What follows belongs to an exercise in optimizing a design on an open flow for small area; a production flow would make more cautious choices.
Only simulation tests tie the RTL to the original design; equivalence was not proved.
Power is estimated from default activity; no workload was simulated.

## run A
## klotski
module klotski(
    input         clk,
    input         rst,
    input  [2:0]  mode,
    input  [4:0]  keyCode,
    input         keyReady,
    input  [9:0]  col,
    input  [8:0]  row,
    input  [11:0] Din,
    input         test,
    input  [4:0]  testnum,
    input  [4:0]  testnum2,
    output [11:0] Dout,
    output [4:0]  ROMmux,
    output [12:0] ROMaddr,
    output        DisplayMux,
    output        rdn,
    output [15:0] DisplaySerial,
    output [4:0]  cur_q,
    output [4:0]  loc_q
);
Size in the first run: roughly 110 I/O pins, ~17,000 µm² of cells after synthesis.
clock: 15.0 ns
lec_check: 0
abc_area: 1
cap_margin: 0
core_margin: 2
core_utilization: 70
slew_margin: 0
standard.sh (not shown) runs the stock make flow with config.mk's settings and CLKGATE_MAP_FILE= SYNTH_SCRIPT=/design/flow/synth_recipe.tcl, a recipe that flattens the netlist after the stock synthesis.
==> flow/flow/run.sh <==
#!/bin/bash
# Own layout flow: the standard synthesis, then the combinational logic
# re-mapped by ABC for area (flip-flops keep their cells and names), then
# the standard floorplan-to-finish flow on the re-mapped netlist, with
# the port buffers made of the smallest buffer cell.
set -euo pipefail
W=$(pwd)
RES=$W/orfs/results/${FLOW_PLATFORM}/klotski/base
LIB=$FLOW_HOME/platforms/${FLOW_PLATFORM}/lib/sky130_fd_sc_hd__tt_025C_1v80.lib

bash standard.sh synth > $W/synth.log 2>&1
cp $RES/1_2_yosys.v $W/standard_synth.v

# two ABC scripts; keep the smaller result
for s in amap deep; do
    REMAP_LIB=$LIB REMAP_IN=$W/standard_synth.v REMAP_TOP=$FLOW_TOP \
    REMAP_SCRIPT=$W/flow/$s.abc REMAP_STAT=$W/remap_$s.txt REMAP_OUT=$W/remapped_$s.v \
        yosys -c $W/flow/remap.tcl > $W/remap_$s.log 2>&1 &
done
wait
area() { awk '/Chip area/ {print $NF}' $1; }
best=amap
if awk -v a=$(area $W/remap_deep.txt) -v b=$(area $W/remap_amap.txt) 'BEGIN{exit !(a < b)}'; then best=deep; fi
echo "remap: amap $(area $W/remap_amap.txt) deep $(area $W/remap_deep.txt) -> $best" > $W/remap_choice.txt
cp $W/remapped_$best.v $RES/1_2_yosys.v
rm -f $RES/1_synth.odb $RES/1_synth.sdc
# clock tree: sink clustering as set in config.mk, without dummy balancing loads
export CTS_ARGS='-sink_clustering_enable -repair_clock_nets -sink_clustering_size 20 -sink_clustering_max_diameter 45 -dont_use_dummy_load -buf_list {sky130_fd_sc_hd__clkbuf_8}'
BUFFER_PORTS_ARGS="-buffer_cell sky130_fd_sc_hd__buf_1" bash standard.sh finish > $W/layout.log 2>&1
==> flow/flow/deep.abc <==
strash
&get -n
&deepsyn -T 150
&put
dch -f
amap
strash
dch -f
amap
strash
dch -f
amap
strash
dch -f
amap
strash
dch -f
amap
topo
==> flow/flow/remap.tcl <==
# Re-map the combinational logic of the standard synthesis netlist for area.
# The flip-flops and tie cells keep their cell types and instance names.
yosys -import
set lib     $::env(REMAP_LIB)
set netlist $::env(REMAP_IN)
set top     $::env(REMAP_TOP)
set script  $::env(REMAP_SCRIPT)

# cells ABC must not use: the platform's don't-use cells (lpflow_*, probes)
set dont_use {}
set fh [open $lib r]
while {[gets $fh line] >= 0} {
    if {[regexp {^\s*cell\s*\(\s*"?(sky130_fd_sc_hd__(lpflow_|probe)[A-Za-z0-9_]*)"?\s*\)} $line -> name]} {
        lappend dont_use -dont_use $name
    }
}
close $fh

read_liberty -ignore_miss_func $lib
# sequential, tie and multi-output cells stay as they are
foreach c {sky130_fd_sc_hd__edfxtp_1 sky130_fd_sc_hd__dfxtp_1 sky130_fd_sc_hd__conb_1} {
    blackbox $c
}
read_verilog $netlist
hierarchy -top $top
flatten
hierarchy -top $top
# the wires flattening made for the old cells' pins get private names
yosys rename -hide w:_*_.*
opt_clean -purge
abc -liberty $lib -script $script {*}$dont_use
opt_clean -purge
read_liberty -lib -overwrite $lib
hilomap -singleton -hicell sky130_fd_sc_hd__conb_1 HI -locell sky130_fd_sc_hd__conb_1 LO
splitnets
opt_clean -purge
yosys rename -enumerate -pattern remap_%
insbuf -buf sky130_fd_sc_hd__buf_1 A X
check -assert
tee -o $::env(REMAP_STAT) stat -liberty $lib
write_verilog -noattr -nohex -nodec $::env(REMAP_OUT)
Other scripts of this flow, unchanged in this note and not shown: flow/flow/amap.abc
## Diff of input files: run B against run A
diff --git a/flow/flow/run.sh b/flow/flow/run.sh
--- a/flow/flow/run.sh
+++ b/flow/flow/run.sh
@@ -12,15 +12,24 @@
 cp $RES/1_2_yosys.v $W/standard_synth.v
 
-# two ABC scripts; keep the smaller result
-for s in amap deep; do
+# ABC scripts: plain area mapping, and deep AIG synthesis (four random
+# seeds) followed by area mapping; keep the smallest result
+for s in amap deep0 deep1 deep2 deep3; do
+    if [[ $s == deep* ]]; then
+        sed "s/&deepsyn -T 300/\&deepsyn -T 300 -S ${s#deep}/" $W/flow/deep.abc > $W/$s.abc
+    else
+        cp $W/flow/$s.abc $W/$s.abc
+    fi
     REMAP_LIB=$LIB REMAP_IN=$W/standard_synth.v REMAP_TOP=$FLOW_TOP \
-    REMAP_SCRIPT=$W/flow/$s.abc REMAP_STAT=$W/remap_$s.txt REMAP_OUT=$W/remapped_$s.v \
+    REMAP_SCRIPT=$W/$s.abc REMAP_STAT=$W/remap_$s.txt REMAP_OUT=$W/remapped_$s.v \
         yosys -c $W/flow/remap.tcl > $W/remap_$s.log 2>&1 &
 done
 wait
-area() { awk '/Chip area/ {print $NF}' $1; }
+area() { awk '/Chip area/ {print $NF; f = 1} END {if (!f) print 1e99}' $1 2>/dev/null || echo 1e99; }
 best=amap
-if awk -v a=$(area $W/remap_deep.txt) -v b=$(area $W/remap_amap.txt) 'BEGIN{exit !(a < b)}'; then best=deep; fi
-echo "remap: amap $(area $W/remap_amap.txt) deep $(area $W/remap_deep.txt) -> $best" > $W/remap_choice.txt
+for s in deep0 deep1 deep2 deep3; do
+    if awk -v a=$(area $W/remap_$s.txt) -v b=$(area $W/remap_$best.txt) 'BEGIN{exit !(a < b)}'; then best=$s; fi
+done
+for s in amap deep0 deep1 deep2 deep3; do echo "remap $s: $(area $W/remap_$s.txt)"; done > $W/remap_choice.txt
+echo "chosen: $best" >> $W/remap_choice.txt
 cp $W/remapped_$best.v $RES/1_2_yosys.v
 rm -f $RES/1_synth.odb $RES/1_synth.sdc
==> flow/flow/deep.abc <==
strash
&get -n
&deepsyn -T 300
&put
dch -f
amap
strash
dch -f
amap
strash
dch -f
amap
strash
dch -f
amap
strash
dch -f
amap
topo
Results
- Multi-input combinational area share for run B: 0.45 points down relative to run A
- STATUS power in the clock group: run B wins against run A
- Sort run B and run A by final critical-path required period desc -> top: run B
- Run B vs run A, layout cell share with drive strength beyond 1 went down by 0.62 points.
- Against run A, synthesized cell count in run B fell slightly.
- Diff run B and run A: power spent charging and discharging nets lower in run B
- Synthesized area went down slightly going from run A to run B.
- Run B — setup slack 0.40 ns lower, run A as reference
- Run A was larger in final cell area than run B.
- Run B vs run A — clock skew dropped 0.060 ns.
- Compared with run A, run B shows total of clock buffers placed in the layout that has gone down by a little under 10%.
What run C does differently from run B at the input level:
==> flow/flow/run.sh <==
#!/bin/bash
# Own layout flow: the standard synthesis, then the combinational logic
# re-mapped by ABC for area (flip-flops keep their cells and names), then
# the standard floorplan-to-finish flow on the re-mapped netlist, with
# the port buffers made of the smallest buffer cell.
set -euo pipefail
W=$(pwd)
RES=$W/orfs/results/${FLOW_PLATFORM}/klotski/base
LIB=$FLOW_HOME/platforms/${FLOW_PLATFORM}/lib/sky130_fd_sc_hd__tt_025C_1v80.lib

bash standard.sh synth > $W/synth.log 2>&1
cp $RES/1_2_yosys.v $W/standard_synth.v

# two ABC scripts; keep the smaller result
for s in amap deep; do
    REMAP_LIB=$LIB REMAP_IN=$W/standard_synth.v REMAP_TOP=$FLOW_TOP \
    REMAP_SCRIPT=$W/flow/$s.abc REMAP_STAT=$W/remap_$s.txt REMAP_OUT=$W/remapped_$s.v \
        yosys -c $W/flow/remap.tcl > $W/remap_$s.log 2>&1 &
done
wait
area() { awk '/Chip area/ {print $NF}' $1; }
best=amap
if awk -v a=$(area $W/remap_deep.txt) -v b=$(area $W/remap_amap.txt) 'BEGIN{exit !(a < b)}'; then best=deep; fi
echo "remap: amap $(area $W/remap_amap.txt) deep $(area $W/remap_deep.txt) -> $best" > $W/remap_choice.txt
cp $W/remapped_$best.v $RES/1_2_yosys.v
rm -f $RES/1_synth.odb $RES/1_synth.sdc
# clock tree: sink clustering as set in config.mk, without dummy balancing loads
export CTS_ARGS='-sink_clustering_enable -repair_clock_nets -sink_clustering_size 16 -sink_clustering_max_diameter 40 -dont_use_dummy_load -buf_list {sky130_fd_sc_hd__clkbuf_8}'
BUFFER_PORTS_ARGS="-buffer_cell sky130_fd_sc_hd__buf_1" bash standard.sh finish > $W/layout.log 2>&1
==> flow/flow/deep.abc <==
strash
&get -n
&deepsyn -T 150
&put
dch -f
amap
strash
dch -f
amap
strash
dch -f
amap
strash
dch -f
amap
strash
dch -f
amap
topo
- Compared with run B, in run C combinational fraction of design power now sits lower; met3 track demand over resource in global routing now sits higher; pin count of the biggest net entering global routing now sits higher.
- Per the comparison of run C with run B, power drawn by the sequential cells essentially unchanged, hold slack increased 0.0043 ns, setup slack increased 0.40 ns, number of fillers in the final layout decreased 55.
- Placer congestion estimate was lower in run B than in run C.

## port drivers added, routing unchanged
No port has a modelled driver above. Below, the same layouts with a new extraction and two added sets of constraints.
Step 1: set_driving_cell puts a clkbuf_16 on clk and a buf_2 on each other input, an assumption about the parent block.
Step 2 adds t to the input delays and takes it off the output delays; t is the mean of the earliest and latest rising clock arrival at the registers after step 1. Input paths then give back, and output paths get back, about the clock's delay inside the block.
a / b / c = ideal / step 1 / step 2; a / b = the first two.
| run | t (ns) | slack for setup (ns) | hold slack, ns | worst register clock-pin slew, ns |
|---|---|---|---|---|
| run A | 0.578 | 2.299 / 2.273 / 2.273 | 0.626 / 0.626 / 0.626 | 0.11 / 0.11 |
| run B | 0.638 | 1.898 / 1.864 / 1.864 | 0.622 / 0.622 / 0.622 | 0.12 / 0.12 |
| run C | 0.577 | 2.300 / 2.274 / 2.274 | 0.626 / 0.626 / 0.626 | 0.10 / 0.10 |
After both steps every run listed still meets setup and hold. For run B, which loses most, drivers alone change the setup slack by -0.034 ns; drivers and shift together by -0.034 ns.
